Background: an optimization exercise with open tools, aiming at small area, a short achievable clock period and few clock cycles per item. Do not read the settings as production practice. At most, simulation tests tie the RTL to the original design; equivalence was not proved. No functional check of the RTL was part of runs 5 and 6. Power figures rest on the tool's default switching activity, not on a simulated workload.

## flow/design.v

```verilog
module LASER (
input CLK,
input RST,
input [3:0] X,
input [3:0] Y,
output reg [3:0] C1X,
output reg [3:0] C1Y,
output reg [3:0] C2X,
output reg [3:0] C2Y,
output reg DONE);
localparam [5:0]  NREAD  = 6'd40;       
localparam [10:0] NROUND = 11'd2000;
localparam [15:0] INIT   = {4'd0, 4'd0, 4'd8, 4'd8};
localparam NG = 5;                      
function [9:0] lfsr_step;
  input [9:0] v;
  input integer n;
  integer k;
  begin
    lfsr_step = v;
    for (k = 0; k < n; k = k + 1)
      lfsr_step = {lfsr_step[8:0], lfsr_step[9] ^ lfsr_step[6]};
  end
endfunction
function [3:0] mv;
  input [3:0] b;
  input       up;
  input       st1;                 
  reg   [4:0] sum;
  begin
    if (up) begin
      sum = {1'b0, b} + (st1 ? 5'd1 : 5'd2);
      mv  = sum[4] ? 4'd15 : sum[3:0];
    end else begin
      sum = {1'b0, b} - (st1 ? 5'd1 : 5'd2);
      mv  = sum[4] ? 4'd0 : sum[3:0];
    end
  end
endfunction
function [15:0] mv4;
  input [15:0] b;
  input [9:0]  q;
  begin
    mv4 = {mv(b[15:12], q[0], q[5]), mv(b[11:8], q[3], q[5]),
           mv(b[7:4],   q[5], q[5]), mv(b[3:0],  q[9], q[5])};
  end
endfunction
function [3:0] cls;
  input [3:0] p, c;
  reg [4:0] d, k;
  integer b;
  begin
    k[0] = 1'b1;
    for (b = 0; b < 4; b = b + 1) begin
      d[b]   = p[b] ^ ~c[b] ^ k[b];
      k[b+1] = (p[b] & ~c[b]) | (p[b] & k[b]) | (~c[b] & k[b]);
    end
    d[4] = ~k[4];
    cls[0] = ~|d;
    cls[1] = (~d[4] & ~d[3] & ~d[2] & ~(d[1] & d[0])) | (d[4] & d[3] & d[2] & d[1]);
    cls[2] = (~d[4] & ~d[3] & ~d[2]) | (d[4] & d[3] & d[2] & (d[1] | d[0]));
    cls[3] = (~d[4] & ~d[3] & (~d[2] | ~(d[1] | d[0]))) | (d[4] & d[3] & d[2]);
  end
endfunction
function cov1;
  input [3:0] px, py, cx, cy;
  reg [3:0] a, b;
  begin
    a = cls(px, cx);
    b = cls(py, cy);
    cov1 = (a[3] & b[0]) | (a[2] & b[1]) | (a[1] & b[2]) | (a[0] & b[3]);
  end
endfunction
function cov2;
  input [7:0]  p;
  input [15:0] t;
  begin
    cov2 = cov1(p[7:4], p[3:0], t[15:12], t[11:8]) | cov1(p[7:4], p[3:0], t[7:4], t[3:0]);
  end
endfunction
function gt3;
  input [5:0] a, b, r;
  reg [5:0] s, k;
  reg [6:0] t;
  begin
    s = a ^ b ^ ~r;
    k = (a & b) | (a & ~r) | (b & ~r);
    t = {1'b0, s} + {k, 1'b0};
    gt3 = t[6];
  end
endfunction
reg  [5:0]  cnt;                        
reg  [10:0] rc;                         
reg  [9:0]  V;
reg         s1d;                        
reg         fin2, fin3;                 
wire        rd    = (cnt < NREAD);
wire        s1    = ~rd & ~DONE & (rc < NROUND);    
wire [9:0]  V1    = lfsr_step(V, 1);
wire [9:0]  V42   = lfsr_step(V, 42);
wire        rndS  = (lfsr_step(V, 41) < 10'd150);  
reg [NG-1:0] redo;
reg          redom;
reg          rnd2;                      
wire         s2v = s1d & ~redom;        
wire         gt;                        
wire         mp  = s2v & ~rnd2 & gt & s1;
always @(posedge CLK) begin
  if (RST) begin
    cnt  <= 6'd0;
    s1d  <= 1'b0;
    fin2 <= 1'b0;
    fin3 <= 1'b0;
    DONE <= 1'b0;
  end else begin
    cnt  <= DONE ? 6'd0 : rd ? cnt + 6'd1 : cnt;
    s1d  <= s1;
    fin2 <= s1 & ~mp & (rc == NROUND - 11'd1);
    fin3 <= fin2;
    DONE <= fin3;
  end
end
integer g;
always @(posedge CLK) begin
  if (RST | rd) begin
    redom <= 1'b0;
    redo  <= {NG{1'b0}};
  end else begin
    redom <= s1d & ~redom & ~rnd2 & gt & s1;
    for (g = 0; g < NG; g = g + 1)
      redo[g] <= s1d & ~redo[g] & ~rnd2 & gt & s1;
  end
  rnd2 <= rndS;
end
always @(posedge CLK) begin
  if (RST)
    V <= 10'h1;
  else if (rd | fin2 | fin3)
    V <= V1;
  else if (s1 & ~mp)
    V <= V42;
end
always @(posedge CLK) begin
  if (rd)
    rc <= 11'd0;
  else if (s1 & ~mp)
    rc <= rc + 11'd1;
end
reg [7:0] P [0:39];
integer i;
always @(posedge CLK) begin
  P[0] <= rd ? {X, Y} : P[39];
  for (i = 1; i < 40; i = i + 1)
    P[i] <= P[i-1];
end
reg  [15:0] PA;                         
reg  [15:0] PQ;                         
reg  [15:0] T1;                         
reg  [15:0] Xc;                         
wire [15:0] K = redom ? PA : PQ;        
always @(posedge CLK) begin
  PA <= mv4(T1, V);
  if (rd)
    PQ <= mv4(INIT, V1);
  else if (rndS)
    PQ <= mv4(K, V42);
  else if (s2v & rnd2)
    PQ <= mv4(T1, V42);
  else
    PQ <= mv4(Xc, V42);
  if (s1 & ~mp)
    T1 <= K;
  if (rd)
    Xc <= INIT;
  else if (s1 & (mp | (s2v & rnd2)))
    Xc <= T1;
end
reg [39:0] hit;
reg [15:0] Kg;
integer j;
always @(*)
  for (j = 0; j < 40; j = j + 1) begin
    Kg = redo[j / 8] ? PA : PQ;
    hit[j] = cov2(P[j], Kg);
  end
wire [5:0] ca, cb;
wire cs1 = hit[0] ^ hit[1] ^ hit[2];
wire cs2 = (hit[0] & hit[1]) | (hit[0] & hit[2]) | (hit[1] & hit[2]);
wire cs3 = hit[3] ^ hit[4] ^ hit[5];
wire cs4 = (hit[3] & hit[4]) | (hit[3] & hit[5]) | (hit[4] & hit[5]);
wire cs5 = hit[6] ^ hit[7] ^ hit[8];
wire cs6 = (hit[6] & hit[7]) | (hit[6] & hit[8]) | (hit[7] & hit[8]);
wire cs7 = hit[9] ^ hit[10] ^ hit[11];
wire cs8 = (hit[9] & hit[10]) | (hit[9] & hit[11]) | (hit[10] & hit[11]);
wire cs9 = hit[12] ^ hit[13] ^ hit[14];
wire cs10 = (hit[12] & hit[13]) | (hit[12] & hit[14]) | (hit[13] & hit[14]);
wire cs11 = hit[15] ^ hit[16] ^ hit[17];
wire cs12 = (hit[15] & hit[16]) | (hit[15] & hit[17]) | (hit[16] & hit[17]);
wire cs13 = hit[18] ^ hit[19] ^ hit[20];
wire cs14 = (hit[18] & hit[19]) | (hit[18] & hit[20]) | (hit[19] & hit[20]);
wire cs15 = hit[21] ^ hit[22] ^ hit[23];
wire cs16 = (hit[21] & hit[22]) | (hit[21] & hit[23]) | (hit[22] & hit[23]);
wire cs17 = hit[24] ^ hit[25] ^ hit[26];
wire cs18 = (hit[24] & hit[25]) | (hit[24] & hit[26]) | (hit[25] & hit[26]);
wire cs19 = hit[27] ^ hit[28] ^ hit[29];
wire cs20 = (hit[27] & hit[28]) | (hit[27] & hit[29]) | (hit[28] & hit[29]);
wire cs21 = hit[30] ^ hit[31] ^ hit[32];
wire cs22 = (hit[30] & hit[31]) | (hit[30] & hit[32]) | (hit[31] & hit[32]);
wire cs23 = hit[33] ^ hit[34] ^ hit[35];
wire cs24 = (hit[33] & hit[34]) | (hit[33] & hit[35]) | (hit[34] & hit[35]);
wire cs25 = hit[36] ^ hit[37] ^ hit[38];
wire cs26 = (hit[36] & hit[37]) | (hit[36] & hit[38]) | (hit[37] & hit[38]);
wire cs27 = cs1 ^ cs3 ^ cs5;
wire cs28 = (cs1 & cs3) | (cs1 & cs5) | (cs3 & cs5);
wire cs29 = cs7 ^ cs9 ^ cs11;
wire cs30 = (cs7 & cs9) | (cs7 & cs11) | (cs9 & cs11);
wire cs31 = cs13 ^ cs15 ^ cs17;
wire cs32 = (cs13 & cs15) | (cs13 & cs17) | (cs15 & cs17);
wire cs33 = cs19 ^ cs21 ^ cs23;
wire cs34 = (cs19 & cs21) | (cs19 & cs23) | (cs21 & cs23);
wire cs35 = cs2 ^ cs4 ^ cs6;
wire cs36 = (cs2 & cs4) | (cs2 & cs6) | (cs4 & cs6);
wire cs37 = cs8 ^ cs10 ^ cs12;
wire cs38 = (cs8 & cs10) | (cs8 & cs12) | (cs10 & cs12);
wire cs39 = cs14 ^ cs16 ^ cs18;
wire cs40 = (cs14 & cs16) | (cs14 & cs18) | (cs16 & cs18);
wire cs41 = cs20 ^ cs22 ^ cs24;
wire cs42 = (cs20 & cs22) | (cs20 & cs24) | (cs22 & cs24);
wire cs43 = pr0 ^ pr1 ^ pr2;
wire cs44 = (pr0 & pr1) | (pr0 & pr2) | (pr1 & pr2);
wire cs45 = pr3 ^ pr4 ^ pr5;
wire cs46 = (pr3 & pr4) | (pr3 & pr5) | (pr4 & pr5);
wire cs47 = pr6 ^ pr7 ^ pr8;
wire cs48 = (pr6 & pr7) | (pr6 & pr8) | (pr7 & pr8);
wire cs49 = pr9 ^ pr10 ^ pr11;
wire cs50 = (pr9 & pr10) | (pr9 & pr11) | (pr10 & pr11);
wire cs51 = pr12 ^ pr13 ^ pr14;
wire cs52 = (pr12 & pr13) | (pr12 & pr14) | (pr13 & pr14);
wire cs53 = pr15 ^ pr16 ^ pr17;
wire cs54 = (pr15 & pr16) | (pr15 & pr17) | (pr16 & pr17);
wire cs55 = cs44 ^ cs46 ^ cs47;
wire cs56 = (cs44 & cs46) | (cs44 & cs47) | (cs46 & cs47);
wire cs57 = cs48 ^ cs50 ^ cs52;
wire cs58 = (cs48 & cs50) | (cs48 & cs52) | (cs50 & cs52);
wire cs59 = cs55 ^ cs49 ^ cs51;
wire cs60 = (cs55 & cs49) | (cs55 & cs51) | (cs49 & cs51);
wire cs61 = cs56 ^ cs57 ^ cs53;
wire cs62 = (cs56 & cs57) | (cs56 & cs53) | (cs57 & cs53);
wire cs63 = cs60 ^ cs61 ^ pr18;
wire cs64 = (cs60 & cs61) | (cs60 & pr18) | (cs61 & pr18);
wire cs65 = cs62 ^ cs58 ^ cs54;
wire cs66 = (cs62 & cs58) | (cs62 & cs54) | (cs58 & cs54);
reg pr0;
reg pr1;
reg pr2;
reg pr3;
reg pr4;
reg pr5;
reg pr6;
reg pr7;
reg pr8;
reg pr9;
reg pr10;
reg pr11;
reg pr12;
reg pr13;
reg pr14;
reg pr15;
reg pr16;
reg pr17;
reg pr18;
always @(posedge CLK) begin
  pr0 <= cs27;
  pr1 <= cs29;
  pr2 <= cs31;
  pr3 <= cs33;
  pr4 <= cs25;
  pr5 <= hit[39];
  pr6 <= cs28;
  pr7 <= cs30;
  pr8 <= cs32;
  pr9 <= cs34;
  pr10 <= cs35;
  pr11 <= cs37;
  pr12 <= cs39;
  pr13 <= cs41;
  pr14 <= cs26;
  pr15 <= cs36;
  pr16 <= cs38;
  pr17 <= cs40;
  pr18 <= cs42;
end
assign ca = {1'b0, cs66, cs64, cs63, cs59, cs43};
assign cb = {1'b0, 1'b0, cs65, 1'b0, 1'b0, cs45};
reg  [5:0] prev, best;
wire [5:0] cov = ca + cb;
assign     gt  = gt3(ca, cb, prev);
wire       dec = rnd2 | gt;
reg  [5:0]  cov3;                       
reg  [15:0] t3;
reg         s3;
always @(posedge CLK) begin
  if (rd)
    prev <= 6'd0;
  else if (s2v & dec)
    prev <= cov;
  cov3 <= cov;
  t3   <= T1;
  s3   <= s2v & ~rd;
end
always @(posedge CLK) begin
  if (rd)
    best <= 6'd0;
  else if (s3 && cov3 > best)
    best <= cov3;
end
always @(posedge CLK) begin
  if (RST) begin
    C1X <= 4'd7; C1Y <= 4'd7;
    C2X <= 4'd7; C2Y <= 4'd7;
  end else if (s3 && cov3 > best) begin
    {C1X, C1Y, C2X, C2Y} <= t3;
  end
end
endmodule
```

## flow/run.sh

```bash
#!/bin/bash
# synth_recipe.tcl (not shown) runs the flow's synth.tcl, then flattens the netlist and writes it again
# the make line also repeats each setting of config.mk as NAME=value (left out here)
make -C /OpenROAD-flow-scripts/flow DESIGN_CONFIG=/design/flow/config.mk WORK_HOME=/design/flow/orfs CLKGATE_MAP_FILE= SYNTH_SCRIPT=/design/flow/synth_recipe.tcl finish
```

## flow/config.mk

```make
export PLATFORM = sky130hd
export DESIGN_NAME = LASER
export DESIGN_NICKNAME = LASER
export VERILOG_FILES = /design/flow/design.v
export SDC_FILE = /design/flow/constraint.sdc
export NUM_CORES = 4
export LEC_CHECK = 0
export CAP_MARGIN = 20
export CORE_MARGIN = 2
export CORE_UTILIZATION = 40
export SETUP_SLACK_MARGIN = 2.0
export SLEW_MARGIN = 20
```

## flow/constraint.sdc

```tcl
create_clock -name core_clock -period 6.0 [get_ports {CLK}]
set_input_delay 1.2000 -clock core_clock [delete_from_list [all_inputs] [get_ports {CLK}]]
set_output_delay 1.2000 -clock core_clock [all_outputs]
set_load 0.01 [all_outputs]
```

==> results of run 1 <==
[metal layers]
layer | part of all wire [%] | vias up | wire (um) | GRT usage [%]
met1 | 46 | 14900 | 50100 | 29.6
met4 | 3.1 | 0 | 3360 | 6.68
met2 | 47 | 675 | 51200 | 34.4
met3 | 4.4 | 198 | 4800 | 2.75
met5 | 0 | - | 0 | 0
li1 | - | 14700 | - | -
[area by class of cell]
| cell class | count | share of cell area [%] |
|---|---|---|
| multi-input combinational | 2974 | 60.4 |
| sequential | 492 | 20.9 |
| inverter | 717 | 5.60 |
| timing repair buffer | 236 | 4.87 |
| clock buffer | 74 | 3.46 |
| tap | 1298 | 3.37 |
| clock inverter | 36 | 1.32 |
| timing repair inverter | 1 | 0.0156 |
[placed cells by master (no fill, tap or decap), drive strengths merged, types with 86 or more instances in the layout]
master	count
inv	716
fa	546
dfxtp	476
o21ai	280
nor2	274
ha	241
buf	209
nand2	200
nor2b	197
a21oi	184
mux2i	144
nor3	86
[flip-flops by register name (all words and copies together), names as in the netlist, 4 cells and up]
register / count
C1X: 4
prev: 6
T1: 16
cnt: 6
C2X: 4
t3: 16
cov3: 6
C2Y: 4
redo: 5
best: 6
rc: 11
PQ: 16
V: 10
C1Y: 4
PA: 16
Xc: 16
P: 320
[stage by stage]
step                      util, %  area, um2  total power [W]  worst slack (ns)
after floorplan                 -      41100          0.00630              1.78
after CTS                    47.3      47300           0.0120              1.64
after global routing         48.1      48200           0.0130              1.47
after detailed placement     42.9      43000          0.00695              1.24
after global placement       42.9      43000          0.00690              1.26
final                        48.1      48200           0.0123              1.64
[worst max-delay path: cells and delay by family, from the launching register on]
family	cells	cell delay (ns)
DFF	1	0.32
adders and majority gates	6	2.50
AOI/OAI and AO/OA	5	0.81
buffers and inverters	3	0.25
and+or+nand+nor	1	0.40
[kinds of logic after synthesis]
logic type,after synthesis,synth area share (%)
xor+xnor,52,1.21
mux,212,5.49
fa+ha+maj,787,34.5
compound gates,809,12.2
simple gates,1114,14.4
flops,492,24.8
buf+inv,795,7.47
[what timing repair did]
| action | in CTS | in global routing |
|---|---|---|
| pin swaps | 88 | 74 |
| setup buffers | 114 | 34 |
| cloned | 2 | 1 |
| gates resized for setup | 250 | 140 |
| setup endpoints to repair | 98 | 86 |
| endpoints found under the hold margin | 0 | 0 |
[final timing paths]
check                 from  cells past startpoint        to  slack, ns
setup / recovery       pr6                     15     rc[6]       1.64
hold reg to reg   P[22][6]                      0  P[23][6]       0.35
setup reg to reg       pr6                     15     rc[6]       1.64
hold / removal    P[22][6]                      0  P[23][6]       0.35
[report_power, final]
| part | internal, W | switching (W) | leakage [nW] |
|---|---|---|---|
| clock | 0.00259 | 0.00162 | 1.11 |
| combinational | 0.00206 | 0.00234 | 14.6 |
| sequential | 0.00347 | 0.000208 | 4.13 |
| total | 0.00813 | 0.00417 | 19.8 |
==> summary.md, run 1 <==
| Metric | Value |
|---|---|
| Worst clock skew | `0.0388 ns` |
| HP Class | `reg2reg` |
| Pleak | `19.8 nW` |
| Core Rows | `116` |
| Period Utilization, post-route | `72.6%` |
| Critical path arrival | `4.98 ns` |
| Placed Cells | `5566` |
| Critical Path Max Stage Delay | `0.53 ns` |
| Setup tns final | `0 ns` |
| Max Root-Sink Buffers | `3` |
| Post-route minimum period | `4.36 ns` |
| DR pass1 iterations | `6` |
| Worst Path Required | `6.62 ns` |
| Top Ports | `27` |
| Pin count of the biggest net entering global routing | `45` |
| Clock-pin slew on the worst setup and hold paths | `0.06 ns` |
| Vias | `30500` |
| CTS tree | `built` |
| Layout net count | `5279` |
| Vias per cell | `5.23` |
| Drt drc | `0` |
| Main synth FF type | `dfxtp_1` |
| FF+latch count, synth | `492` |
| Count leader, synth | `inv_1` |
| First-pass GRT wire length | `172000 um` |
| 1st-iter DRT viols | `2103` |
| Initial Utilization | `40.3%` |
| Post-Syn Instances | `4261` |
| Startpoint Class | `register` |
| Routed wire per std cell | `18.8 um` |
| Sequential fraction of the synthesis area | `24.8%` |
| Slew @ Worst Pin | `1.14 ns` |
| Max_cap viols | `0` |
| Synth top area share | `27.0%` |
| GPL Wtd Cong | `0.881` |
| Unrepaired setup endpoints after global routing | `true` |
| Vias in the first global route | `30000` |
| Post-synth EDFFs | `16` |
| Critical path's most frequent cell | `fa_1` |
| Root Driver | `clkbuf_16` |
| CP max FO | `6` |
| Final hold violation count | `0` |
| Largest cells by area after synthesis | `fa_1 27%, dfxtp_1 24%, ha_1 7.5%` |
| Hold_buf cts | `0` |
| Gr usage total | `21.3%` |
| Register Area | `10100 um2` |
| Footprint of the multi-input gates | `29100 um2` |
| Fill cell count | `9232` |
| Crit path cell chain | `inv_2 -> fa_1 -> inv_1 -> fa_1 -> fa_2 -> fa_2 -> fa_1 -> ha_1 -> o21a_1 -> o21a_1 -> a21oi_4 -> o21ai_4 -> buf_6 -> or4_1 -> a21oi_1` |
| Cell Pwr Density | `255 nW/um2` |
| Area grow syn2layout | `19.3%` |
| TritonCTS Sinks | `492` |
| Die W | `322 um` |
| Final Max Slew Viols | `0` |
| Final Non-Filler Cells | `5828` |
| Die ar. | `104000 um2` |
| CP endpoint kind | `register` |
| Post-Syn Nets | `5058` |
| Worst hold margin | `0.346 ns` |
| Port Buffers | `26` |
| Htree depth | `2` |
| Fmax | `230 MHz` |
| Core footprint | `100000 um2` |
| Synthesized area per cell | `9.48 um2` |
| YS warnings | `2` |
| Synth async-reset ratio | `0%` |
| DP Wirelength | `79200 um` |
| Layout cell share with drive strength beyond 1 | `15.9%` |
| Clock latency on the worst-skew pair | `0.70 ns` |
| Synth cell types | `73` |
| Kind of critical path | `reg2reg` |
| Final ANT Viol Nets | `0` |
| Outcome | `timing/DRC/antenna clean` |
| # diodes | `0` |
| Synth top cells by count | `715 x inv_1, 546 x fa_1, 476 x dfxtp_1` |
| Initial antenna violation count | `0` |
| Die height | `322 um` |
| Peak supply drop | `0.000676 V` |
| GR Overflow Total | `0` |
| Final Setup Violations | `0` |
| Slowest CP cell | `fa_1` |
| Cell area after synthesis | `40400 um2` |
| Relative slew slack | `23.8%` |
| DRT Wirelength | `109000 um` |
| Post-synth top area cell | `fa_1` |
| Total CTS buffers | `60` |
Testbench counts, summed over its fixed seeds: cycles 151,005, items 64.
==> inputs of run 2 (changes only) <==
--- a/flow/config.mk
+++ b/flow/config.mk
@@ -8,5 +8,5 @@
 export CAP_MARGIN = 20
 export CORE_MARGIN = 2
 export CORE_UTILIZATION = 40
-export SETUP_SLACK_MARGIN = 2.0
+export SETUP_SLACK_MARGIN = 1.0
 export SLEW_MARGIN = 20
==> run 2 against run 1 <==
Against the previous run: still clean; worst hold slack got worse by 0.00084 ns; routed wire length decreased by 3.5%; global-route usage decreased by 0.45 points; final area decreased by 7.2%; sequential share of layout area increased by 1.5 points; count of clock-buffer cells in the layout increased by 8; first-iteration DRC count decreased by 11%; die area unchanged; clock power decreased by 13%; critical path type unchanged; highest routed layer unchanged.
==> summary.md, run 2 <==
| Metric | Value |
|---|---|
| Combinational share of power | `29.2% (-6.6 points)` |
| Main synth FF type | `dfxtp_1` |
| Fmax | `208 MHz (-9.4%)` |
| HP Class | `reg2reg` |
| Startpoint Class | `register` |
| Synth async-reset ratio | `0% (unchanged)` |
| Pint | `0.00685 W (-16%)` |
| Worst-case reg-to-reg path depth | `11 (-4)` |
| DRT Wirelength | `106000 um (-3.5%)` |
| Port Buffers | `26 (unchanged)` |
| Htree depth | `2 (unchanged)` |
| Die height | `322 um (unchanged)` |
| Post-Syn Instances | `4261 (unchanged)` |
| Hold Path Sink | `P[27][0]` |
| Largest cells by area after synthesis | `fa_1 27%, dfxtp_1 24%, ha_1 7.5%` |
| Vias in the first global route | `29500 (-1.9%)` |
| Most flop-heavy register | `P` |
| Hold_buf cts | `0 (unchanged)` |
| Layout net count | `5138 (-2.7%)` |
| Post-synth top area cell | `fa_1` |
| Final Max Slew Viols | `0 (unchanged)` |
| Worst Path Buf+Inv | `1 (-2)` |
| Area grow syn2layout | `10.7%` |
| Top delay family on crit path | `adder cells` |
| Reg2reg setup slack | `1.19 ns (-0.45 ns)` |
| Core Rows | `116 (unchanged)` |
| Core footprint | `100000 um2 (unchanged)` |
| # diodes | `0 (unchanged)` |
| Cell area after synthesis | `40400 um2 (unchanged)` |
| DR pass1 iterations | `6 (unchanged)` |
| Most frequent cells in the layout | `714 x inv_1, 546 x fa_1, 473 x dfxtp_1, 276 x o21ai_0, 274 x nor2_1` |
| GPL Wtd Cong | `0.874 (-0.78%)` |
| Synth top cells by count | `715 x inv_1, 546 x fa_1, 476 x dfxtp_1` |
| Synthesized area per cell | `9.48 um2 (unchanged)` |
| CP endpoint kind | `register` |
| Critical path's most frequent cell | `fa_1` |
| DP Wirelength | `79000 um (-0.24%)` |
| Pleak | `18.7 nW (-5.8%)` |
| TritonCTS Sinks | `492 (unchanged)` |
| Post-synth EDFFs | `16 (unchanged)` |
| Final hold violation count | `0 (unchanged)` |
| Layout cell share with drive strength beyond 1 | `6.68% (-9.2 points)` |
| Hold depth | `0 (unchanged)` |
| GR Overflow Total | `0 (unchanged)` |
| Final Setup Violations | `0 (unchanged)` |
| Clock latency on the worst-skew pair | `0.66 ns (-0.04 ns)` |
| Period Utilization, post-route | `80.2% (+7.5 points)` |
| Seq pwr share | `35.5% (+5.6 points)` |
| Top Ports | `27 (unchanged)` |
| Worst clock skew | `0.0307 ns (-0.00808 ns)` |
| FF+latch count, synth | `492 (unchanged)` |
| Setup tns final | `0 ns (unchanged)` |
| Kind of critical path | `reg2reg` |
| Routed wire per std cell | `18.6 um (-1.1%)` |
| CTS tree | `built` |
| Vias per cell | `5.20 (-0.56%)` |
| CP max FO | `6 (unchanged)` |
| Gr usage total | `20.8% (-0.45 points)` |
| Max Root-Sink Buffers | `3 (unchanged)` |
| Max_cap viols | `0 (unchanged)` |
| Initial antenna violation count | `1 (+1)` |
| Total CTS buffers | `59 (-1.7%)` |
| Fill cell count | `9599 (+4.0%)` |
| Net Sw Frac | `33.8% (-0.12 points)` |
| Critical Path Max Stage Delay | `0.79 ns (+0.26 ns)` |
| Net Sw Power | `0.00350 W (-16%)` |
| Die ar. | `104000 um2 (unchanged)` |
| Max FFs per register | `320 (unchanged)` |
| Root Driver | `clkbuf_16` |
| Post-CTS setup buffer count | `0 (-100%)` |
| Post-Syn Nets | `5058 (unchanged)` |
| Worst Path Required | `6.51 ns (-0.11 ns)` |
| Clk pwr share | `35.3% (+1.0 points)` |
| Reg-to-Reg End | `pr2` |
| Vias | `29500 (-3.0%)` |
| Setup ws final | `1.19 ns (-0.452 ns)` |
| Count leader, synth | `inv_1` |
| Slew @ Worst Pin | `1.06 ns (-0.0812 ns)` |
| Pin count of the biggest net entering global routing | `74 (+64%)` |
| Relative slew slack | `27.5% (+3.7 points)` |
| Unrepaired setup endpoints after global routing | `false` |
| Initial Utilization | `40.3% (unchanged)` |
| Sequential fraction of the synthesis area | `24.8% (unchanged)` |
| Drt drc | `0 (unchanged)` |
| Dpl ws | `0.953 ns (-0.283 ns)` |
| Outcome | `timing/DRC/antenna clean` |
| Crit path cell chain | `mux2i_1 -> buf_4 -> fa_1 -> fa_1 -> fa_1 -> nand2b_1 -> a221oi_1 -> nand3_1 -> nand2_1 -> fa_1 -> fa_1` |
| Critical path arrival | `5.32 ns (+0.34 ns)` |
| Clock-pin slew on the worst setup and hold paths | `0.06 ns (about the same)` |
| Cell Pwr Density | `231 nW/um2 (-9.3%)` |
| Synth top area share | `27.0% (unchanged)` |
| Synth cell types | `73 (unchanged)` |
| Slowest CP cell | `dfxtp_1` |
| Most common cell after layout, fill and taps aside | `inv_1` |
| Peak supply drop | `0.000554 V (-18%)` |
| 1st-iter DRT viols | `1873 (-11%)` |
| Final ANT Viol Nets | `0 (unchanged)` |
| Worst R2R Start | `PQ[1]` |
| Post-route minimum period | `4.81 ns (+0.452 ns)` |
| Hold_sp | `P[26][0]` |
| YS warnings | `2 (unchanged)` |
| First-pass GRT wire length | `167000 um (-2.5%)` |
| Die W | `322 um (unchanged)` |
run 2: cell counts after synthesis:
Identical to the previous run, type by type.
run 2: worst max-delay path by stage:
stage	cells after the start	start	to	slack, ns
after floorplan	12	V[5]	PQ[13]	1.15
after global placement	13	pr6	T1[12]	0.96
after detailed placement	13	pr6	T1[14]	0.95
after CTS	13	redo[4]	pr3	1.12
after global routing	15	pr6	rc[9]	1.01
final	11	PQ[1]	pr2	1.19
run 2: repair_timing:
action	CTS	global route
resized for setup	1	4
cloned	0	0
setup endpoints to repair	16	23
run 2: power by group through the flow:
stage,logic (W),clock network [W],registers (W)
final,0.00302,0.00365,0.00368
after global routing,0.00346,0.00386,0.00371
after floorplan,0.00229,0,0.00367
after detailed placement,0.00297,0,0.00375
after CTS,0.00301,0.00373,0.00368
after global placement,0.00296,0,0.00375
run 2: metal layers:
metal | track usage, % | wire (um) | part of all wire, %
met3 | 2.85 | 4710 | 4.5
met2 | 34.2 | 48900 | 46
met1 | 28.7 | 49000 | 46
met5 | 0 | 0 | 0
met4 | 5.96 | 3000 | 2.8
run 2: final cells by class:
type                    instances  area, um2  share of cell area [%]
clock inverters                24        273                   0.610
well taps                    1298       1620                    3.63
clock buffers                  82       1700                    3.79
flip-flops and latches        492      10000                    22.4
repair buffers                 97        793                    1.77
multi-input cells            2974      27600                    61.8
inverters                     717       2700                    6.02
run 2: through the flow:
stage          hold slack (ns)  area [um2]  utilization [%]  power [W]  instances
2_1_floorplan            0.331       40400                -    0.00596       4261
3_3_place_gp             0.336       42700             42.6    0.00671       5578
3_5_place_dp             0.335       42700             42.7    0.00672       5578
4_1_cts                  0.349       44700             44.6     0.0104       5684
5_1_grt                  0.353       44700             44.7     0.0110       5684
6_report                 0.345       44700             44.7     0.0104       5684
run 2: logic make-up (layout without fill, tap and decap cells):
| logic type | count (synthesis) | in the layout | share of synthesized area, % |
|---|---|---|---|
| AND/OR/NAND/NOR | 1114 | 1114 | 14.4 |
| flip-flops | 492 | 492 | 24.8 |
| XOR/XNOR | 52 | 52 | 1.21 |
| adder cells (fa/ha/maj) | 787 | 787 | 34.5 |
| buffers and inverters | 795 | 920 | 7.47 |
| multiplexers | 212 | 212 | 5.49 |
| AO/OA/AOI/OAI | 809 | 809 | 12.2 |
==> inputs of run 3 (changes only) <==
--- a/flow/config.mk
+++ b/flow/config.mk
@@ -8,5 +8,5 @@
 export CAP_MARGIN = 20
 export CORE_MARGIN = 2
 export CORE_UTILIZATION = 40
-export SETUP_SLACK_MARGIN = 1.0
+export SETUP_SLACK_MARGIN = 1.5
 export SLEW_MARGIN = 20
==> run 3 against run 2 <==
Against the previous run: via count up 0.97%; sequential share of layout area is 0.25 points lower; largest power group is now clock; setup slack improved by 0.38 ns.
==> summary.md, run 3 <==
| Metric | Value |
|---|---|
| TritonCTS Sinks | `492 (unchanged)` |
| Post-synth top area cell | `fa_1` |
| Synthesized area per cell | `9.48 um2 (unchanged)` |
| 1st-iter DRT viols | `2018 (+7.7%)` |
| Pint | `0.00750 W (+9.4%)` |
| Period Utilization, post-route | `73.9% (-6.3 points)` |
| Register Area | `10000 um2 (+0.35%)` |
| DP Wirelength | `80300 um (+1.6%)` |
| Post-route minimum period | `4.43 ns (-0.377 ns)` |
| Total CTS buffers | `58 (-1.7%)` |
| Startpoint Class | `register` |
| DRT Wirelength | `106000 um (+0.51%)` |
| Count leader, synth | `inv_1` |
| Initial Utilization | `40.3% (unchanged)` |
| Port Buffers | `26 (unchanged)` |
| Htree depth | `2 (unchanged)` |
| Top Ports | `27 (unchanged)` |
| Core footprint | `100000 um2 (unchanged)` |
| Area grow syn2layout | `12.4%` |
| Die height | `322 um (unchanged)` |
| Max Root-Sink Buffers | `3 (unchanged)` |
| Net Sw Power | `0.00385 W (+10%)` |
| Routed wire per std cell | `18.6 um (+0.21%)` |
| Clock latency on the worst-skew pair | `0.68 ns (+0.02 ns)` |
| Most frequent cells in the layout | `711 x inv_1, 541 x fa_1, 451 x dfxtp_1, 274 x nor2_1, 273 x o21ai_0` |
| Peak supply drop | `0.000426 V (-23%)` |
| Kind of critical path | `reg2reg` |
| Core Rows | `116 (unchanged)` |
| Sequential fraction of the synthesis area | `24.8% (unchanged)` |
| Synth cell types | `73 (unchanged)` |
| First-pass GRT wire length | `167000 um (about the same)` |
| Post-synth EDFFs | `16 (unchanged)` |
| Post-Syn Instances | `4261 (unchanged)` |
| HP Class | `reg2reg` |
| Largest cells by area after synthesis | `fa_1 27%, dfxtp_1 24%, ha_1 7.5%` |
| Worst clock skew | `0.0474 ns (+0.0167 ns)` |
| Setup tns final | `0 ns (unchanged)` |
| Finished Core Util | `45.3% (+0.67 points)` |
| Footprint of the multi-input gates | `27800 um2 (+0.76%)` |
| Final Non-Filler Cells | `5701 (+0.30%)` |
| DR pass1 iterations | `6 (unchanged)` |
| YS warnings | `2 (unchanged)` |
| Slew @ Worst Pin | `1.08 ns (+0.0218 ns)` |
| CP endpoint kind | `register` |
| Die ar. | `104000 um2 (unchanged)` |
| Synth top cells by count | `715 x inv_1, 546 x fa_1, 476 x dfxtp_1` |
| Global routing met2 resource utilization | `33.2% (-1.0 points)` |
| Main synth FF type | `dfxtp_1` |
| Layout cell share with drive strength beyond 1 | `8.29% (+1.6 points)` |
| Outcome | `timing/DRC/antenna clean` |
| Vias | `29800 (+0.97%)` |
| Seq pwr share | `32.4% (-3.1 points)` |
| GRT busiest layer | `met2` |
| GR Overflow Total | `0 (unchanged)` |
| Max FFs per register | `320 (unchanged)` |
| Die W | `322 um (unchanged)` |
| Clock-pin slew on the worst setup and hold paths | `0.07 ns (about the same)` |
| Final ANT Viol Nets | `0 (unchanged)` |
| Fmax | `226 MHz (+8.5%)` |
| Final Max Slew Viols | `0 (unchanged)` |
| Synth top area share | `27.0% (unchanged)` |
| Pleak | `18.9 nW (+1.1%)` |
| Cell area after synthesis | `40400 um2 (unchanged)` |
| FF+latch count, synth | `492 (unchanged)` |
| Vias in the first global route | `29400 (-0.27%)` |
| Met3 global-route usage | `2.70% (-0.16 points)` |
| Design Power | `0.0113 W (+9.6%)` |
| Post-Syn Nets | `5058 (unchanged)` |
| Unrepaired setup endpoints after global routing | `true` |
| Most flop-heavy register | `P` |
| Critical path arrival | `5.04 ns (-0.28 ns)` |
| Net Sw Frac | `33.9% (+0.12 points)` |
| Relative slew slack | `26.7% (-0.86 points)` |
| Max_cap viols | `0 (unchanged)` |
| Synth async-reset ratio | `0% (unchanged)` |
| Final Setup Violations | `0 (unchanged)` |
| Layout net count | `5150 (+0.23%)` |
| Clk pwr share | `36.4% (+1.1 points)` |
| Cell Pwr Density | `250 nW/um2 (+8.0%)` |
| CP max FO | `5 (-1)` |
| Initial antenna violation count | `1 (unchanged)` |
| Worst Path Required | `6.61 ns (+0.10 ns)` |
| Root Driver | `clkbuf_16` |
| Pin count of the biggest net entering global routing | `42 (-43%)` |
| Combinational share of power | `31.2% (+2.0 points)` |
| Drt drc | `0 (unchanged)` |
| Most common cell after layout, fill and taps aside | `inv_1` |
| # diodes | `0 (unchanged)` |
| CTS tree | `built` |
| GPL Wtd Cong | `0.850 (-2.8%)` |
| Fill cell count | `9505 (-0.98%)` |
| Placed Cells | `5579 (+0.018%)` |
| Vias per cell | `5.23 (+0.67%)` |
| Final hold violation count | `0 (unchanged)` |
| Met1 usage | `29.5% (+0.81 points)` |
| Gr usage total | `20.8% (-0.030 points)` |
[run 3: changes by cell type in the layout (fill, tap and decap cells not counted), sizes merged]
cell and change:
clkbuf -11, buf +12, bufinv +10, clkinvlp +6, clkinv +1, inv -1
[run 3: metal layers]
| layer | part of all wire [%] | up-vias |
|---|---|---|
| met2 | 46 | 727 |
| met5 | 0.012 | - |
| met4 | 2.8 | 2 |
| met3 | 4.8 | 169 |
| li1 | - | 14400 |
| met1 | 47 | 14500 |
[run 3: final timing paths]
path              slack, ns  cells after the start        to  startpoint
setup / recovery       1.57                     15     rc[6]         pr9
hold / removal         0.33                      0  P[38][4]    P[37][4]
setup reg to reg       1.57                     15     rc[6]         pr9
hold reg to reg        0.33                      0  P[38][4]    P[37][4]
[run 3: final cells by class]
| cell class | count | share of cell area, % |
|---|---|---|
| multi-input cells | 2974 | 61.3 |
| flip-flops and latches | 492 | 22.1 |
| inverters | 717 | 5.94 |
| clock buffers | 71 | 3.63 |
| well taps | 1298 | 3.58 |
| repair buffers | 109 | 2.04 |
| clock inverters | 39 | 1.34 |
| repair inverters | 1 | 0.0110 |
[run 3: repair_timing]
item                       CTS  global route
gates cloned                 0             2
resized for setup           27            53
hold buffers                 0             0
setup endpoints to repair   63            62
setup buffers                4             4
pin swaps                    2            10
[run 3: kinds of logic (layout without fill, tap and decap cells)]
family,Yosys count,after routing,synth area share [%]
xor+xnor,52,52,1.21
fa+ha+maj,787,787,34.5
flops,492,492,24.8
simple gates,1114,1114,14.4
buf+inv,795,937,7.47
mux,212,212,5.49
compound gates,809,809,12.2
[run 3: metrics by stage]
stage	cell area (um2)	worst slack, ns	hold WS [ns]
floorplan	40500	1.53	0.331
global placement	42700	1.20	0.335
detailed placement	42800	1.19	0.336
CTS	45200	1.50	0.326
global route	45400	1.44	0.341
finish	45400	1.57	0.335
[run 3: worst max-delay path: stages, from the launching register on]
cell and delay [ns]:
dfxtp_1 0.32, fa_2 0.40, fa_1 0.53, inv_2 0.04, fa_1 0.37, inv_1 0.07
fa_1 0.45, fa_1 0.47, ha_1 0.28, o21a_1 0.17, o21a_1 0.22, a21oi_4 0.19
o21ai_4 0.10, buf_6 0.15, or4_4 0.50, a21oi_2 0.12
[run 3: power by group through the flow]
stage | sequential, W | clock, W | combinational, W
global route | 0.00371 | 0.00434 | 0.00393
CTS | 0.00369 | 0.00421 | 0.00344
floorplan | 0.00367 | 0 | 0.00230
global placement | 0.00376 | 0 | 0.00312
finish | 0.00368 | 0.00413 | 0.00354
detailed placement | 0.00375 | 0 | 0.00316
==> inputs of run 4 (changes only) <==
--- a/flow/config.mk
+++ b/flow/config.mk
@@ -5,6 +5,7 @@
 export SDC_FILE = /design/flow/constraint.sdc
 export NUM_CORES = 4
 export LEC_CHECK = 0
+export ABC_AREA = 1
 export CAP_MARGIN = 20
 export CORE_MARGIN = 2
 export CORE_UTILIZATION = 40
==> run 4 against run 3 <==
Against the previous run: highest routed layer is now met4; setup slack lost 0.049 ns; critical path depth grew 2; critical path type unchanged; clock skew is 0.029 ns lower; still clean; core utilization up 0.49 points; via count rose by 7.0%; clock power decreased by 5.3%; final area rose by 0.95%.
==> summary.md, run 4 <==
| Metric | Value |
|---|---|
| TritonCTS Sinks | `492 (unchanged)` |
| Post-Syn Instances | `4809 (+13%)` |
| Register Area | `10000 um2 (about the same)` |
| Top Ports | `27 (unchanged)` |
| GPL Wtd Cong | `0.898 (+5.6%)` |
| DRT Wirelength | `109000 um (+2.5%)` |
| Worst Path Required | `6.59 ns (-0.02 ns)` |
| Synth cell types | `63 (-14%)` |
| Setup ws final | `1.52 ns (-0.0491 ns)` |
| Post-Syn Nets | `5607 (+11%)` |
| Max_cap viols | `0 (unchanged)` |
| Main synth FF type | `dfxtp_1` |
| Hold_buf cts | `0 (unchanged)` |
| Most flop-heavy register | `P` |
| GR Overflow Total | `0 (unchanged)` |
| First-pass GRT wire length | `172000 um (+2.7%)` |
| Relative slew slack | `32.3% (+5.6 points)` |
| Clock-pin slew on the worst setup and hold paths | `0.06 ns (about the same)` |
| Final Setup Violations | `0 (unchanged)` |
| Die height | `321 um (-0.11%)` |
| Critical path arrival | `5.07 ns (+0.03 ns)` |
| Pleak | `21.0 nW (+11%)` |
| Sequential fraction of the synthesis area | `24.8% (+0.054 points)` |
| Area grow syn2layout | `13.7%` |
| Port Buffers | `26 (unchanged)` |
| Unrepaired setup endpoints after global routing | `true` |
| Period Utilization, post-route | `74.7% (+0.82 points)` |
| Hold depth | `0 (unchanged)` |
| Cell Area, Placed | `42700 um2 (-0.23%)` |
| Kind of critical path | `reg2reg` |
| Fmax | `223 MHz (-1.1%)` |
| Design Power | `0.0107 W (-5.5%)` |
| Core footprint | `100000 um2 (-0.14%)` |
| Peak supply drop | `0.000423 V (-0.87%)` |
| 1st-iter DRT viols | `2157 (+6.9%)` |
| Clock latency on the worst-skew pair | `0.66 ns (-0.02 ns)` |
| Synthesized area per cell | `8.38 um2 (-12%)` |
| Outcome | `timing/DRC/antenna clean` |
| Post-route minimum period | `4.48 ns (+0.0491 ns)` |
| Synth async-reset ratio | `0% (unchanged)` |
| CP max FO | `8 (+3)` |
| Worst-case reg-to-reg path depth | `17 (+2)` |
| DP Wirelength | `82700 um (+3.1%)` |
| Post-synth EDFFs | `16 (unchanged)` |
| Max Root-Sink Buffers | `3 (unchanged)` |
| Final ANT Viol Nets | `0 (unchanged)` |
| DR pass1 iterations | `7 (+1)` |
| Die W | `321 um (-0.11%)` |
| # diodes | `0 (unchanged)` |
| Startpoint Class | `register` |
| Worst clock skew | `0.0181 ns (-0.0293 ns)` |
| Root Driver | `clkbuf_16` |
| Die ar. | `103000 um2 (-0.21%)` |
| Slew @ Worst Pin | `1.01 ns (-0.0699 ns)` |
| Worst hold margin | `0.343 ns (+0.00831 ns)` |
| Dpl ws | `0.880 ns (-0.314 ns)` |
| Design area | `45800 um2 (+0.95%)` |
| Total CTS buffers | `58 (unchanged)` |
| YS warnings | `2 (unchanged)` |
| Layout cell share with drive strength beyond 1 | `9.38% (+1.1 points)` |
| Largest cells by area after synthesis | `fa_1 27%, dfxtp_1 24%, inv_1 9.7%` |
| Synth top cells by count | `1042 x inv_1, 729 x nand2_1, 546 x fa_1` |
| Max FFs per register | `320 (unchanged)` |
| Final hold violation count | `0 (unchanged)` |
| CTS tree | `built` |
| CP endpoint kind | `register` |
| Vias in the first global route | `31800 (+8.1%)` |
| Final Max Slew Viols | `0 (unchanged)` |
| Most common cell after layout, fill and taps aside | `inv_1` |
| Fill cell count | `9583 (+0.82%)` |
| Htree depth | `2 (unchanged)` |
| FF+latch count, synth | `492 (unchanged)` |
| Initial antenna violation count | `1 (unchanged)` |
| Initial Utilization | `40.3% (about the same)` |
| Gr usage total | `21.3% (+0.47 points)` |
| Count leader, synth | `inv_1` |
| Core Rows | `116 (unchanged)` |
| Synth top area share | `27.1% (+0.059 points)` |
| Most frequent cells in the layout | `1034 x inv_1, 725 x nand2_1, 523 x fa_1, 460 x dfxtp_1, 440 x o21ai_0` |
| Footprint of the multi-input gates | `26600 um2 (-4.6%)` |
| Vias per cell | `5.05 (-3.5%)` |
| Setup tns final | `0 ns (unchanged)` |
| Cell Pwr Density | `234 nW/um2 (-6.4%)` |
| Vias | `31900 (+7.0%)` |
| Cell area after synthesis | `40300 um2 (-0.22%)` |
| HP Class | `reg2reg` |
| Post-synth top area cell | `fa_1` |
| Layout net count | `5770 (+12%)` |
| Pin count of the biggest net entering global routing | `56 (+33%)` |
| Drt drc | `0 (unchanged)` |
| Routed wire per std cell | `17.2 um (-7.5%)` |
==> run 4: cell count changes in the layout (fill, tap and decap cells not counted), sizes merged, moves of 43 or more <==
cell	previous run	this run
inv	715	1049
or2	1	86
nor3b	44	1
mux2i	144	3
nand3	83	199
nand2b	52	0
nand3b	75	8
nand2	200	734
mux2	67	0
nor2b	197	0
o21ai	280	523
nor2	274	215
buf	83	141
==> run 4: area by class of cell <==
cell class | instances | area share [%]
multi-input combinational | 3197 | 58.0
tap | 1298 | 3.54
timing repair inverter | 1 | 0.0164
timing repair buffer | 168 | 3.28
inverter | 1054 | 8.67
sequential | 492 | 21.9
clock buffer | 77 | 3.68
clock inverter | 32 | 0.947
==> run 4: metal layers <==
| layer | vias up | GRT usage [%] | wire, um | part of all wire [%] |
|---|---|---|---|---|
| li1 | 15800 | - | - | - |
| met1 | 15100 | 28.6 | 48700 | 45 |
| met2 | 796 | 35.2 | 50700 | 47 |
| met3 | 195 | 2.68 | 5650 | 5.2 |
| met4 | 0 | 7.62 | 3680 | 3.4 |
| met5 | - | 0 | 0 | 0 |
==> run 4: logic make-up (layout without fill, tap and decap cells) <==
kind of cell    Yosys count  count (layout)  share of synthesized area [%]
compound gates         1034            1034                           14.9
xor+xnor                 30              30                          0.723
fa+ha+maj               788             788                           34.6
buf+inv                1120            1332                           10.6
flops                   492             492                           24.8
mux                       3               3                         0.0745
simple gates           1342            1342                           14.3
==> run 4: what timing repair did <==
| item | CTS | global route |
|---|---|---|
| pin swaps | 5 | 43 |
| cloned | 1 | 1 |
| endpoints found under the hold margin | 0 | 0 |
| setup buffers | 8 | 32 |
| endpoints found under the setup margin | 72 | 66 |
| resized for setup | 44 | 133 |
==> run 4: worst paths after layout <==
path | start | end | slack [ns]
setup / recovery | PQ[0] | pr3 | 1.52
hold / removal | P[6][6] | P[7][6] | 0.34
setup reg to reg | PQ[0] | pr3 | 1.52
hold reg to reg | P[6][6] | P[7][6] | 0.34
==> run 4: where the power goes <==
part	switching (W)	internal (W)	total [W]	leakage (nW)
sequential	0.000206	0.00349	0.00370	4.13
combinational	0.00179	0.00133	0.00312	15.9
clock	0.00154	0.00236	0.00391	1.02
==> run 4: per-stage QoR <==
stage	utilization, %	instances
after global placement	42.7	6167
after CTS	45.0	6286
after global routing	45.8	6319
after floorplan	-	4809
after detailed placement	42.7	6168
final	45.8	6319
==> run 4: worst max-delay path: stages (launching register included) <==
cell,delay [ns]
dfxtp_2,0.35
clkinvlp_4,0.09
buf_4,0.15
buf_4,0.15
o21ai_2,0.12
buf_6,0.19
ha_1,0.16
inv_1,0.04
fa_2,0.34
fa_2,0.34
fa_1,0.51
a21oi_1,0.07
a221o_1,0.26
nor2_1,0.09
nand2_1,0.10
o31ai_4,0.33
fa_2,0.54
fa_2,0.57
==> inputs of run 5 (changes only) <==
--- a/flow/design.v
+++ b/flow/design.v
@@ -90,34 +90,36 @@
   end
 endfunction
 reg  [5:0]  cnt;                        
-reg  [10:0] rc;                         
-reg  [9:0]  V;
+reg  [10:0] rcQ, rcO;                   
+reg  [9:0]  VQ, VO;                     
 reg         s1d;                        
-reg         fin2, fin3;                 
+reg         fin2q, fin3;                
 wire        rd    = (cnt < NREAD);
+reg [NG-1:0] redo;
+reg          redom;
+reg          rnd2;                      
+wire [10:0] rc    = redom ? rcO : rcQ;
+wire [9:0]  V     = redom ? VO : VQ;
+wire        fin2  = fin2q & ~redom;
 wire        s1    = ~rd & ~DONE & (rc < NROUND);    
 wire [9:0]  V1    = lfsr_step(V, 1);
 wire [9:0]  V42   = lfsr_step(V, 42);
 wire        rndS  = (lfsr_step(V, 41) < 10'd150);  
-reg [NG-1:0] redo;
-reg          redom;
-reg          rnd2;                      
 wire         s2v = s1d & ~redom;        
 wire         gt;                        
-wire         mp  = s2v & ~rnd2 & gt & s1;
 always @(posedge CLK) begin
   if (RST) begin
-    cnt  <= 6'd0;
-    s1d  <= 1'b0;
-    fin2 <= 1'b0;
-    fin3 <= 1'b0;
-    DONE <= 1'b0;
+    cnt   <= 6'd0;
+    s1d   <= 1'b0;
+    fin2q <= 1'b0;
+    fin3  <= 1'b0;
+    DONE  <= 1'b0;
   end else begin
-    cnt  <= DONE ? 6'd0 : rd ? cnt + 6'd1 : cnt;
-    s1d  <= s1;
-    fin2 <= s1 & ~mp & (rc == NROUND - 11'd1);
-    fin3 <= fin2;
-    DONE <= fin3;
+    cnt   <= DONE ? 6'd0 : rd ? cnt + 6'd1 : cnt;
+    s1d   <= s1;
+    fin2q <= s1 & (rc == NROUND - 11'd1);
+    fin3  <= fin2;
+    DONE  <= fin3;
   end
 end
 integer g;
@@ -134,17 +136,23 @@
 end
 always @(posedge CLK) begin
   if (RST)
-    V <= 10'h1;
+    VQ <= 10'h1;
   else if (rd | fin2 | fin3)
-    V <= V1;
-  else if (s1 & ~mp)
-    V <= V42;
+    VQ <= V1;
+  else if (s1)
+    VQ <= V42;
+  else
+    VQ <= V;
+  VO <= V;
 end
 always @(posedge CLK) begin
   if (rd)
-    rc <= 11'd0;
-  else if (s1 & ~mp)
-    rc <= rc + 11'd1;
+    rcQ <= 11'd0;
+  else if (s1)
+    rcQ <= rc + 11'd1;
+  else
+    rcQ <= rc;
+  rcO <= rc;
 end
 reg [7:0] P [0:39];
 integer i;
@@ -155,25 +163,22 @@
 end
 reg  [15:0] PA;                         
 reg  [15:0] PQ;                         
-reg  [15:0] T1;                         
-reg  [15:0] Xc;                         
-wire [15:0] K = redom ? PA : PQ;        
+reg  [15:0] T1Q, XQ, TO;
+wire [15:0] T1 = redom ? TO : T1Q;      
+wire [15:0] Xc = redom ? TO : XQ;       
+wire [15:0] K  = redom ? PA : PQ;       
+wire [15:0] Pb = rd ? INIT : rndS ? K : (s2v & rnd2) ? T1 : Xc;
 always @(posedge CLK) begin
   PA <= mv4(T1, V);
+  PQ <= mv4(Pb, rd ? V1 : V42);
+  T1Q <= s1 ? K : T1;
+  TO  <= T1;
   if (rd)
-    PQ <= mv4(INIT, V1);
-  else if (rndS)
-    PQ <= mv4(K, V42);
-  else if (s2v & rnd2)
-    PQ <= mv4(T1, V42);
+    XQ <= INIT;
+  else if (s1 & s2v & rnd2)
+    XQ <= T1;
   else
-    PQ <= mv4(Xc, V42);
-  if (s1 & ~mp)
-    T1 <= K;
-  if (rd)
-    Xc <= INIT;
-  else if (s1 & (mp | (s2v & rnd2)))
-    Xc <= T1;
+    XQ <= Xc;
 end
 reg [39:0] hit;
 reg [15:0] Kg;
--- a/flow/config.mk
+++ b/flow/config.mk
@@ -5,7 +5,6 @@
 export SDC_FILE = /design/flow/constraint.sdc
 export NUM_CORES = 4
 export LEC_CHECK = 0
-export ABC_AREA = 1
 export CAP_MARGIN = 20
 export CORE_MARGIN = 2
 export CORE_UTILIZATION = 40
==> run 5 against run 4 <==
Against the previous run: area after synthesis down 0.63%; setup slack better by 0.042 ns; core utilization down 0.73 points; still clean; sequential share of layout area up 1.0 points; first-iteration DRC count down 7.7%; critical path type unchanged.
==> summary.md, run 5 <==
| Metric | Value |
|---|---|
| Post-Syn Nets | `4979 (-11%)` |
| Max Root-Sink Buffers | `3 (unchanged)` |
| GR Overflow Total | `0 (unchanged)` |
| Sequential fraction of the synthesis area | `25.6% (+0.81 points)` |
| Synth cell types | `78 (+24%)` |
| Worst Path Required | `6.51 ns (-0.08 ns)` |
| Max FFs per register | `320 (unchanged)` |
| FF+latch count, synth | `513 (+4.3%)` |
| Largest cells by area after synthesis | `fa_1 26%, dfxtp_1 26%, inv_1 6.8%` |
| TritonCTS Sinks | `513 (+4.3%)` |
| Main synth FF type | `dfxtp_1` |
| Hold Path Sink | `P[27][4]` |
| Root Driver | `clkbuf_16` |
| Final Setup Violations | `0 (unchanged)` |
| Routed wire per std cell | `18.6 um (+8.1%)` |
| DRT Wirelength | `106000 um (-2.5%)` |
| Kind of critical path | `reg2reg` |
| Most flop-heavy register | `P` |
| Final hold violation count | `0 (unchanged)` |
| Worst R2R Start | `PQ[8]` |
| Clock-pin slew on the worst setup and hold paths | `0.06 ns (about the same)` |
| Drt drc | `0 (unchanged)` |
| Relative slew slack | `25.3% (-7.0 points)` |
| Synth async-reset ratio | `0% (unchanged)` |
| Post-route minimum period | `4.44 ns (-0.0421 ns)` |
| Hold_buf cts | `0 (unchanged)` |
| Setup tns final | `0 ns (unchanged)` |
| Area grow syn2layout | `12.2%` |
| Initial Utilization | `40.2% (-0.14 points)` |
| Die height | `320 um (-0.31%)` |
| Reg2reg setup slack | `1.56 ns (+0.04 ns)` |
| Initial antenna violation count | `0 (-1)` |
| Most common cell after layout, fill and taps aside | `inv_1` |
| HP Class | `reg2reg` |
| CP max FO | `6 (-2)` |
| Synthesized area per cell | `9.47 um2 (+13%)` |
| Reg-to-Reg End | `pr0` |
| Hold depth | `0 (unchanged)` |
| # diodes | `0 (unchanged)` |
| Critical Path Start | `PQ[8]` |
| Gr usage total | `21.0% (-0.29 points)` |
| First-pass GRT wire length | `168000 um (-2.3%)` |
| Slew @ Worst Pin | `1.10 ns (+0.0905 ns)` |
| Vias per cell | `5.17 (+2.3%)` |
| Final ANT Viol Nets | `0 (unchanged)` |
| Layout net count | `5107 (-11%)` |
| DR pass1 iterations | `5 (-2)` |
| Peak supply drop | `0.000375 V (-11%)` |
| Layout cell share with drive strength beyond 1 | `8.22% (-1.2 points)` |
| Startpoint Class | `register` |
| Core Rows | `116 (unchanged)` |
| Post-synth top area cell | `fa_1` |
| Cell area after synthesis | `40100 um2 (-0.63%)` |
| Most frequent cells in the layout | `728 x inv_1, 528 x fa_1, 491 x dfxtp_1, 326 x nor2_1, 246 x o21ai_0` |
| Cell Pwr Density | `247 nW/um2 (+5.5%)` |
| Dpl ws | `1.03 ns (+0.153 ns)` |
| Register Area | `10300 um2 (+2.6%)` |
| Core footprint | `99700 um2 (-0.29%)` |
| Fmax | `225 MHz (+0.95%)` |
| Worst-case reg-to-reg path depth | `14 (-3)` |
| Max_cap viols | `0 (unchanged)` |
| 1st-iter DRT viols | `1991 (-7.7%)` |
| Footprint of the multi-input gates | `27200 um2 (+2.3%)` |
| Count leader, synth | `inv_1` |
| Port Buffers | `26 (unchanged)` |
| DP Wirelength | `79900 um (-3.4%)` |
| Period Utilization, post-route | `74.0% (-0.70 points)` |
| Vias | `29400 (-7.7%)` |
| Die ar. | `103000 um2 (-0.62%)` |
| Pleak | `19.1 nW (-9.0%)` |
| Critical path arrival | `4.95 ns (-0.12 ns)` |
| Post-Syn Instances | `4229 (-12%)` |
| Final Max Slew Viols | `0 (unchanged)` |
| Htree depth | `2 (unchanged)` |
| Outcome | `timing/DRC/antenna clean` |
| Post-synth EDFFs | `0 (-16)` |
| Vias in the first global route | `29500 (-7.2%)` |
| CTS tree | `built` |
| Synth top area share | `26.5% (-0.63 points)` |
| Clock latency on the worst-skew pair | `0.66 ns (about the same)` |
| Top Ports | `27 (unchanged)` |
| Synth top cells by count | `729 x inv_1, 530 x fa_1, 513 x dfxtp_1` |
| CP endpoint kind | `register` |
| Setup ws final | `1.56 ns (+0.0421 ns)` |
| YS warnings | `2 (unchanged)` |
| Die W | `320 um (-0.31%)` |
| Fill cell count | `9432 (-1.6%)` |
| Pin count of the biggest net entering global routing | `58 (+3.6%)` |
| Hold_sp | `P[26][4]` |
| Worst clock skew | `0.0321 ns (+0.0139 ns)` |
| Worst hold margin | `0.337 ns (-0.00591 ns)` |
| GPL Wtd Cong | `0.874 (-2.6%)` |
| Total CTS buffers | `59 (+1.7%)` |
| Unrepaired setup endpoints after global routing | `true` |
==> run 5: final cells by class <==
type                            instances  share of cell area, %
Multi-Input combinational cell       2921                   60.4
Sequential cell                       513                   22.9
Inverter                              733                   6.12
Clock buffer                           78                   3.69
Tap cell                             1298                   3.61
Timing Repair Buffer                  129                   2.39
Clock inverter                         28                  0.862
==> run 5: metal layers <==
metal	part of all wire, %	track usage (%)	up-vias
met2	47	34.8	612
met1	46	28.6	14400
li1	-	-	14300
met4	2.7	5.43	0
met5	0	0	-
met3	4.7	3.25	155
==> run 5: kinds of logic (layout without fill, tap and decap cells) <==
group / count (synthesis) / after routing / synth area share, %
multiplexers: 221 / 221 / 5.90
adder cells (fa/ha/maj): 740 / 740 / 33.0
flip-flops: 513 / 513 / 25.6
buffers and inverters: 795 / 968 / 7.53
AND/OR/NAND/NOR: 1137 / 1137 / 14.8
AO/OA/AOI/OAI: 769 / 769 / 11.7
XOR/XNOR: 54 / 54 / 1.37
==> run 5: worst max-delay path by stage <==
stage                     slack, ns  depth (start not counted)  endpoint
after floorplan                1.43                         14       pr1
after CTS                      1.45                         15     redom
after global routing           1.41                         14       pr0
after detailed placement       1.03                         16   prev[2]
after global placement         1.14                         16   prev[3]
final                          1.56                         14       pr0
==> run 5: through the flow <==
stage          util (%)  instance area (um2)  std cells  total power, W
3_5_place_dp       42.6                42500       5566         0.00705
6_report           45.1                45000       5700          0.0111
3_3_place_gp       42.6                42500       5565         0.00699
5_1_grt            45.1                45000       5700          0.0118
2_1_floorplan         -                40100       4229         0.00620
4_1_cts            44.8                44600       5674          0.0110
==> run 5: power breakdown <==
group | switching [W] | total, W | internal, W
registers | 0.000338 | 0.00400 | 0.00366
logic | 0.00177 | 0.00326 | 0.00149
clock network | 0.00156 | 0.00384 | 0.00228
==> run 5: what timing repair did <==
action,in CTS,in global routing
cloned,0,0
setup endpoints to repair,23,31
pin swaps,1,5
gates resized for setup,22,40
buffers inserted,2,26
==> run 5: critical path: stages, from the launching register on <==
cell and delay [ns]:
dfxtp_2 0.50, mux2_4 0.28, ha_1 0.16, inv_1 0.05
fa_1 0.37, fa_1 0.39, fa_1 0.49, and3b_1 0.20
o21ai_0 0.24, o211ai_1 0.14, nand4b_1 0.11, o21ai_0 0.10
a32o_1 0.27, fa_1 0.50, fa_1 0.47
==> inputs of run 6 (changes only) <==
--- a/flow/config.mk
+++ b/flow/config.mk
@@ -5,6 +5,7 @@
 export SDC_FILE = /design/flow/constraint.sdc
 export NUM_CORES = 4
 export LEC_CHECK = 0
+export ABC_CLOCK_PERIOD_IN_PS = 3500
 export CAP_MARGIN = 20
 export CORE_MARGIN = 2
 export CORE_UTILIZATION = 40
==> run 6 against run 5 <==
Against the previous run: routed wire length is the same; via count is the same; still clean; non-clock buffer count is the same; worst hold slack is the same; global-route usage is the same; first-iteration DRC count is the same; area after synthesis is the same; clock power is essentially flat; power is the same; synthesized cell count is the same.
==> summary.md, run 6 <==
| Metric | Value |
|---|---|
| Sequential fraction of the synthesis area | `25.6% (unchanged)` |
| Layout net count | `5107 (unchanged)` |
| Routed wire per std cell | `18.6 um (unchanged)` |
| Placed Cells | `5566 (unchanged)` |
| Max Root-Sink Buffers | `3 (unchanged)` |
| Kind of critical path | `reg2reg` |
| Count leader, synth | `inv_1` |
| Unrepaired setup endpoints after global routing | `true` |
| Vias | `29400 (unchanged)` |
| 1st-iter DRT viols | `1991 (unchanged)` |
| Cell area after synthesis | `40100 um2 (unchanged)` |
| Final Non-Filler Cells | `5700 (unchanged)` |
| Core footprint | `99700 um2 (unchanged)` |
| HP Class | `reg2reg` |
| # diodes | `0 (unchanged)` |
| Main synth FF type | `dfxtp_1` |
| Drt drc | `0 (unchanged)` |
| Vias per cell | `5.17 (unchanged)` |
| Largest cells by area after synthesis | `fa_1 26%, dfxtp_1 26%, inv_1 6.8%` |
| Synth top cells by count | `729 x inv_1, 530 x fa_1, 513 x dfxtp_1` |
| Final Setup Violations | `0 (unchanged)` |
| Port Buffers | `26 (unchanged)` |
| Slew @ Worst Pin | `1.10 ns (unchanged)` |
| Setup tns final | `0 ns (unchanged)` |
| FF+latch count, synth | `513 (unchanged)` |
| Area grow syn2layout | `12.2% (unchanged)` |
| Hold_sp | `P[26][4]` |
| Synth async-reset ratio | `0% (unchanged)` |
| Most flop-heavy register | `P` |
| Clock latency on the worst-skew pair | `0.66 ns (about the same)` |
| Worst Path Required | `6.51 ns (about the same)` |
| DR pass1 iterations | `5 (unchanged)` |
| Pleak | `19.1 nW (unchanged)` |
| Outcome | `timing/DRC/antenna clean` |
| Critical Path Start | `PQ[8]` |
| Layout cell share with drive strength beyond 1 | `8.22% (unchanged)` |
| CP endpoint kind | `register` |
| Critical path arrival | `4.95 ns (about the same)` |
| Max FFs per register | `320 (unchanged)` |
| CP max FO | `6 (unchanged)` |
| Peak supply drop | `0.000375 V (unchanged)` |
| Post-route minimum period | `4.44 ns (unchanged)` |
| Synth top area share | `26.5% (unchanged)` |
| Startpoint Class | `register` |
| Final hold violation count | `0 (unchanged)` |
| Cell Pwr Density | `247 nW/um2 (unchanged)` |
| Post-Syn Instances | `4229 (unchanged)` |
| Die height | `320 um (unchanged)` |
| Gr usage total | `21.0% (unchanged)` |
| Worst clock skew | `0.0321 ns (unchanged)` |
| YS warnings | `2 (unchanged)` |
| Pin count of the biggest net entering global routing | `58 (unchanged)` |
| Most common cell after layout, fill and taps aside | `inv_1` |
| Worst R2R Start | `PQ[8]` |
| Vias in the first global route | `29500 (unchanged)` |
| Root Driver | `clkbuf_16` |
| Post-synth EDFFs | `0 (unchanged)` |
| Final Max Slew Viols | `0 (unchanged)` |
| Initial Utilization | `40.2% (unchanged)` |
| Relative slew slack | `25.3% (unchanged)` |
| Die W | `320 um (unchanged)` |
| Total CTS buffers | `59 (unchanged)` |
| Htree depth | `2 (unchanged)` |
| Core Rows | `116 (unchanged)` |
| Die ar. | `103000 um2 (unchanged)` |
| Initial antenna violation count | `0 (unchanged)` |
| Period Utilization, post-route | `74.0% (unchanged)` |
| Fmax | `225 MHz (unchanged)` |
| Top Ports | `27 (unchanged)` |
| DRT Wirelength | `106000 um (unchanged)` |
| TritonCTS Sinks | `513 (unchanged)` |
| Clock-pin slew on the worst setup and hold paths | `0.06 ns (about the same)` |
| Synthesized area per cell | `9.47 um2 (unchanged)` |
| Hold_buf cts | `0 (unchanged)` |
| GPL Wtd Cong | `0.874 (unchanged)` |
| Final ANT Viol Nets | `0 (unchanged)` |
| Post-synth top area cell | `fa_1` |
| CTS tree | `built` |
| Synth cell types | `78 (unchanged)` |
| DP Wirelength | `79900 um (unchanged)` |
| GR Overflow Total | `0 (unchanged)` |
| Max_cap viols | `0 (unchanged)` |
| Most frequent cells in the layout | `728 x inv_1, 528 x fa_1, 491 x dfxtp_1, 326 x nor2_1, 246 x o21ai_0` |
| Post-Syn Nets | `4979 (unchanged)` |
| First-pass GRT wire length | `168000 um (unchanged)` |
==> run 6: cell counts after synthesis <==
No cell type changed its count.
==> run 6: critical path, cell delays in order (launching register included) <==
cell	delay, ns
dfxtp_2	0.50
mux2_4	0.28
ha_1	0.16
inv_1	0.05
fa_1	0.37
fa_1	0.39
fa_1	0.49
and3b_1	0.20
o21ai_0	0.24
o211ai_1	0.14
nand4b_1	0.11
o21ai_0	0.10
a32o_1	0.27
fa_1	0.50
fa_1	0.47
==> run 6: worst paths after layout <==
check / to / depth (start not counted) / slack [ns]
min: P[27][4] / 0 / 0.34
max: pr0 / 14 / 1.56
max reg2reg: pr0 / 14 / 1.56
min reg2reg: P[27][4] / 0 / 0.34
==> run 6: timing repair <==
| item | CTS | global route |
|---|---|---|
| setup endpoints to repair | 23 | 31 |
| hold endpoints to repair | 0 | 0 |
| gates resized for setup | 22 | 40 |
| pin swaps | 1 | 5 |
| gates cloned | 0 | 0 |
| setup buffers | 2 | 26 |
==> run 6: layer usage <==
metal	vias to the layer above	track usage [%]	wire length [um]
met2	612	34.8	49800
met1	14400	28.6	48400
li1	14300	-	-
met4	0	5.43	2880
met3	155	3.25	5040
met5	-	0	0
==> run 6: power by group <==
part | switching [W] | total [W] | leakage, nW | internal (W)
Sequential | 0.000338 | 0.00400 | 4.29 | 0.00366
Clock | 0.00156 | 0.00384 | 1.00 | 0.00228
Combinational | 0.00177 | 0.00326 | 13.8 | 0.00149
Total | 0.00367 | 0.0111 | 19.1 | 0.00743
==> run 6: cell type report <==
class / count / area, um2
clock inverter: 28 / 388
inverter: 733 / 2750
multi-input combinational: 2921 / 27200
timing repair buffer: 129 / 1070
clock buffer: 78 / 1660
fill: 9432 / 54700
sequential: 513 / 10300
tap: 1298 / 1620
==> run 6: kinds of logic after synthesis <==
logic type,share of synthesized area [%]
flops,25.6
mux,5.90
fa+ha+maj,33.0
xor+xnor,1.37
compound gates,11.7
buf+inv,7.53
simple gates,14.8
==> run 6: metrics by stage <==
stage,instance area (um2),total power [W],utilization [%],hold WS [ns],setup slack (ns)
detailed placement,42500,0.00705,42.6,0.336,1.03
finish,45000,0.0111,45.1,0.337,1.56
floorplan,40100,0.00620,-,0.331,1.43
global route,45000,0.0118,45.1,0.351,1.41
global placement,42500,0.00699,42.6,0.334,1.14
CTS,44600,0.0110,44.8,0.350,1.45

[separate check: timing with driven ports]
How much do the figures lean on ideal ports? The routed layouts below were timed once more, with nothing changed but the port constraints.
Step 1: set_driving_cell puts a clkbuf_16 on CLK and a buf_2 on each other input, an assumption about the parent block.
Step 2 also shifts input and output timing later by t, the mid clock arrival at the registers, as if the neighbouring blocks saw the same clock.
Slacks: ideal / step 1 / step 2; pairs: ideal / step 1.
run	t, ns	setup WS [ns]	worst hold slack (ns)	slew at the worst register clock pin (ns)	worst slew at a driven data input, ns
run 1	0.744	1.643 / 1.643 / 1.643	0.346 / 0.346 / 0.346	0.07 / 0.07	0.05
run 2	0.710	1.191 / 1.191 / 1.191	0.345 / 0.345 / 0.345	0.07 / 0.07	0.05
run 3	0.728	1.568 / 1.568 / 1.568	0.335 / 0.335 / 0.335	0.07 / 0.07	0.04
run 4	0.714	1.519 / 1.519 / 1.519	0.343 / 0.343 / 0.343	0.07 / 0.07	0.06
run 5	0.705	1.561 / 1.561 / 1.561	0.337 / 0.337 / 0.337	0.07 / 0.07	0.05
run 6	0.705	1.561 / 1.561 / 1.561	0.337 / 0.337 / 0.337	0.07 / 0.07	0.05
After both steps every run listed still meets setup and hold.
